This design comes from an exercise in tuning for small area on the open sky130 flow, not from production work. In this exercise RTL edits were held to simulation tests only and were not proved equivalent to the original. No activity file was given, so power comes from the tool's default toggle rates.

==> v37: inputs <==
==> flow/design.v <==
module spi_top (
    input         clk,
    input         rst_n,
    input  [31:0] in_data_A,         
    output [31:0] out_data_B,        
    output [31:0] out_data_A,        
    output        done_A_to_B,       
    output        response_ready,    
    output        done_B_to_A        
);
    reg [7:0]  c;
    reg [31:0] tx;
    reg [31:0] rx;
    reg [31:0] data_b;
    wire wrap    = (c == 8'd139);
    wire ld_tx   = (c == 8'd0) || wrap;
    wire sh_tx   = !c[0] && (((c >= 8'd6) && (c <= 8'd66)) || (c == 8'd74) ||
                             ((c >= 8'd76) && (c <= 8'd136)));
    wire fill    = (c <= 8'd74) ? tx[31] : 1'b1;
    wire ld_b    = (c == 8'd68);
    wire clr_rx  = (c == 8'd71);
    wire sh_rx   = c[0] && (c >= 8'd75) && (c <= 8'd137);
    wire rx_bit  = tx[31] ^ (&tx[30:0]);
    always @(posedge clk or negedge rst_n) begin
        if (!rst_n)
            c <= 8'd0;
        else
            c <= wrap ? 8'd1 : c + 8'd1;
    end
    always @(posedge clk) begin
        if (ld_tx)
            tx <= in_data_A;
        else if (sh_tx)
            tx <= {tx[30:0], fill};
    end
    always @(posedge clk or negedge rst_n) begin
        if (!rst_n)
            data_b <= 32'd0;
        else if (ld_b)
            data_b <= {tx[30:0], tx[31]};
    end
    always @(posedge clk or negedge rst_n) begin
        if (!rst_n)
            rx <= 32'd0;
        else if (clr_rx)
            rx <= 32'd0;
        else if (sh_rx)
            rx <= {rx[30:0], rx_bit};
    end
    wire cs_n = (c <= 8'd3);
    wire mosi = (c >= 8'd5) && (c <= 8'd74) && tx[31];
    assign out_data_B     = data_b;
    assign out_data_A     = rx;
    assign done_A_to_B    = ~cs_n && !mosi;
    assign response_ready = (c == 8'd69);
    assign done_B_to_A    = (c == 8'd138);
endmodule
==> flow/run.sh <==
#!/bin/bash
# synth_recipe.tcl (not shown) runs the flow's synth.tcl, then flattens the netlist and writes it again
# the make line also repeats each setting of config.mk as NAME=value (left out here)
make -C /OpenROAD-flow-scripts/flow DESIGN_CONFIG=/design/flow/config.mk WORK_HOME=/design/flow/orfs CLKGATE_MAP_FILE= SYNTH_SCRIPT=/design/flow/synth_recipe.tcl finish
==> flow/config.mk <==
export PLATFORM = sky130hd
export DESIGN_NAME = spi_top
export DESIGN_NICKNAME = spi_top
export VERILOG_FILES = /design/flow/design.v
export SDC_FILE = /design/flow/constraint.sdc
export NUM_CORES = 4
export LEC_CHECK = 0
export CAP_MARGIN = 20
export CORE_MARGIN = 2
export CORE_UTILIZATION = 40
export SLEW_MARGIN = 20
==> flow/constraint.sdc <==
create_clock -name core_clock -period 5.0 [get_ports {clk}]
set_input_delay 1.0000 -clock core_clock [delete_from_list [all_inputs] [get_ports {clk}]]
set_output_delay 1.0000 -clock core_clock [all_outputs]
set_load 0.01 [all_outputs]
==> v34: changes against v37 <==
==> flow/design.v, changed modules only <==
module spi_top (
    input         clk,
    input         rst_n,
    input  [31:0] in_data_A,         
    output [31:0] out_data_B,        
    output [31:0] out_data_A,        
    output        done_A_to_B,       
    output        response_ready,    
    output        done_B_to_A        
);
    reg [6:0]  p;
    reg        t;
    reg [31:0] tx;
    reg [31:0] rx;
    reg [31:0] data_b;
    wire wrap = (p == 7'd69);
    always @(posedge clk or negedge rst_n) begin
        if (!rst_n) begin
            p <= 7'd69;
            t <= 1'b1;
        end else if (wrap) begin
            p <= 7'd0;
            t <= 1'b0;
        end else begin
            p <= p + {6'd0, t};
            t <= !t;
        end
    end
    wire p1      = (p >= 7'd2) && (p <= 7'd33);     
    wire mid     = (p >= 7'd34) && (p <= 7'd36);    
    wire p2      = (p >= 7'd37) && (p <= 7'd68);    
    wire ld_tx   = wrap;
    wire sh_tx   = t && (p1 || p2);
    wire fill    = p2 ? 1'b1 : tx[31];
    wire ld_b    = t && (p == 7'd33);
    wire clr_rx  = !t && (p == 7'd35);
    wire sh_rx   = !t && p2;
    wire rx_bit  = tx[31] ^ (&tx[30:0]);
    wire hold_tx = !ld_tx && !sh_tx;
    wire hold_b  = !ld_b;
    wire hold_rx = !clr_rx && !sh_rx;
    wire [31:0] tx_next, b_next, rx_next;
    genvar i;
    generate
        for (i = 0; i < 32; i = i + 1) begin : g_bit
            sel3 u_tx (.s0(ld_tx), .d0(in_data_A[i]),
                       .s1(sh_tx), .d1(i == 0 ? fill : tx[(i + 31) % 32]),
                       .s2(hold_tx), .d2(tx[i]), .y(tx_next[i]));
            sel2 u_b  (.s0(ld_b), .d0(tx[(i + 31) % 32]),
                       .s1(hold_b), .d1(data_b[i]), .y(b_next[i]));
            sel2 u_rx (.s0(sh_rx), .d0(i == 0 ? rx_bit : rx[(i + 31) % 32]),
                       .s1(hold_rx), .d1(rx[i]), .y(rx_next[i]));
        end
    endgenerate
    always @(posedge clk)
        tx <= tx_next;
    always @(posedge clk or negedge rst_n) begin
        if (!rst_n) begin
            data_b <= 32'd0;
            rx     <= 32'd0;
        end else begin
            data_b <= b_next;
            rx     <= rx_next;
        end
    end
    wire cs_n = (p == 7'd0) || (p == 7'd1 && !t) || (wrap && t);
    wire mosi = (p1 && tx[31]) || (mid && tx[0]);
    assign out_data_B     = data_b;
    assign out_data_A     = rx;
    assign done_A_to_B    = ~cs_n && !mosi;
    assign response_ready = !t && (p == 7'd34);
    assign done_B_to_A    = t && (p == 7'd68);
endmodule
module sel2 (
    input  s0, d0,
    input  s1, d1,
    output y
);
    assign y = (s0 & d0) | (s1 & d1);
endmodule
module sel3 (
    input  s0, d0,
    input  s1, d1,
    input  s2, d2,
    output y
);
    assign y = (s0 & d0) | (s1 & d1) | (s2 & d2);
endmodule
==> flow/flow/run.sh (new file) <==
#!/bin/bash
# The standard layout, with the smallest buffer on the ports instead of the
# resizer's default pick.
set -euo pipefail
bash standard.sh "BUFFER_PORTS_ARGS=-buffer_cell sky130_fd_sc_hd__buf_1" finish > standard.log 2>&1
==> flow/standard.sh (new file) <==
#!/bin/bash
# synth_recipe.tcl (not shown) runs the flow's synth.tcl, then flattens the netlist and writes it again
# the make line also repeats each setting of config.mk as NAME=value (left out here)
make -C /OpenROAD-flow-scripts/flow DESIGN_CONFIG=/design/flow/config.mk WORK_HOME=/design/flow/orfs CLKGATE_MAP_FILE= SYNTH_SCRIPT=/design/flow/synth_recipe.tcl "${@:-finish}"
Settings changed: CORE_UTILIZATION 40 to 65, CTS_BUF_LIST set to sky130_fd_sc_hd__clkbuf_16, CTS_CLUSTER_DIAMETER set to 100, CTS_CLUSTER_SIZE set to 50, SYNTH_HIERARCHICAL set to 1.
removed: flow/run.sh
==> results.txt <==
Worst hold slack: v34 is higher than v37 (4.7 ps).
Of v37 and v34, v37 has the higher synthesized area (gap 23%, measured against v34).
Clock power is about the same in v37 and v34.
Sequential share of layout area: v37 is lower than v34 (6.5 points).
Between v37 and v34, the lower routed wire length is in v34 (gap 5.1%, measured against v34).
In v34 the non-clock buffer count is higher than in v37, by 3.
Against v34, the die area of v37 is higher by about 90%.
In v34 the via count is larger than in v37, by about 10%.
Setup slack: v37 is worse than v34 (130 ps).
In v37 the global-route usage is lower than in v34, by 12 points.
==> figures <==
quantity                                                                       v37                      v34
Result of the run                                          complete, no violations  complete, no violations
R2r endpoint                                                      tx[20]$_DFFE_PP_           tx[20]$_DFF_P_
DP HPWL                                                                    6480 um                  5610 um
Power consumed by the clock network                                       0.668 mW                 0.667 mW
Logic depth of the worst path, buffers included                                  6                        5
Wire length of the first global-routing pass                              15300 um                 14000 um
WL per Instance                                                            16.7 um                  18.4 um
Slowest Stage Delay on Critical Path                                        570 ps                   600 ps
Clkbuf count                                                                     9                       10
Total length of routed met3 wires                                           343 um                   661 um
Sink of the worst hold path                                 data_b[28]$_DFFE_PN0N_     data_b[20]$_DFF_PN0_
Synthesized netlist net count                                                  368                      337
DR vias/cell                                                                  4.96                     6.35
Met3 Track Usage GR                                                          3.13%                    6.37%
Part of the total power dissipated in sequential elements                    55.2%                    54.7%
Length in cells of the worst reg-to-reg path                                     6                        8
Cell with the largest stage delay on the worst path                clkdlybuf4s50_1                    or4_4
Critical path fanouts, max                                                       7                        9
Global-route usage over all layers                                           15.2%                    27.6%
R2R Setup Slk                                                              2500 ps                  2290 ps
Fraction of cell area in non-clock buffers                                   16.6%                    9.39%

-- static timing again, ports no longer ideal --
No port has a modelled driver above. Below, the same layouts with a new extraction and two added sets of constraints.
Step 1 (the two cells are an assumption about what drives the block):
set clk [get_ports {clk}]
set_driving_cell -lib_cell sky130_fd_sc_hd__clkbuf_16 $clk
set_driving_cell -lib_cell sky130_fd_sc_hd__buf_2 [delete_from_list [all_inputs] $clk]
Step 2 times the ports against the registers' clock, not the clock port: input delays grow and output delays shrink by t, the midpoint of the rising clock arrivals with the driver on.
Three values: no drivers, after step 1, after step 2; two values: the first two.
run | shift t [ns] | slack for setup (ns) | latest minus earliest clock arrival (ns)
v37 | 0.383 | 1.869 / 1.829 / 2.212 | 0.010 / 0.010
v34 | 0.369 | 1.997 / 1.961 / 2.294 | 0.010 / 0.010
After both steps setup and hold are still met in every run listed.
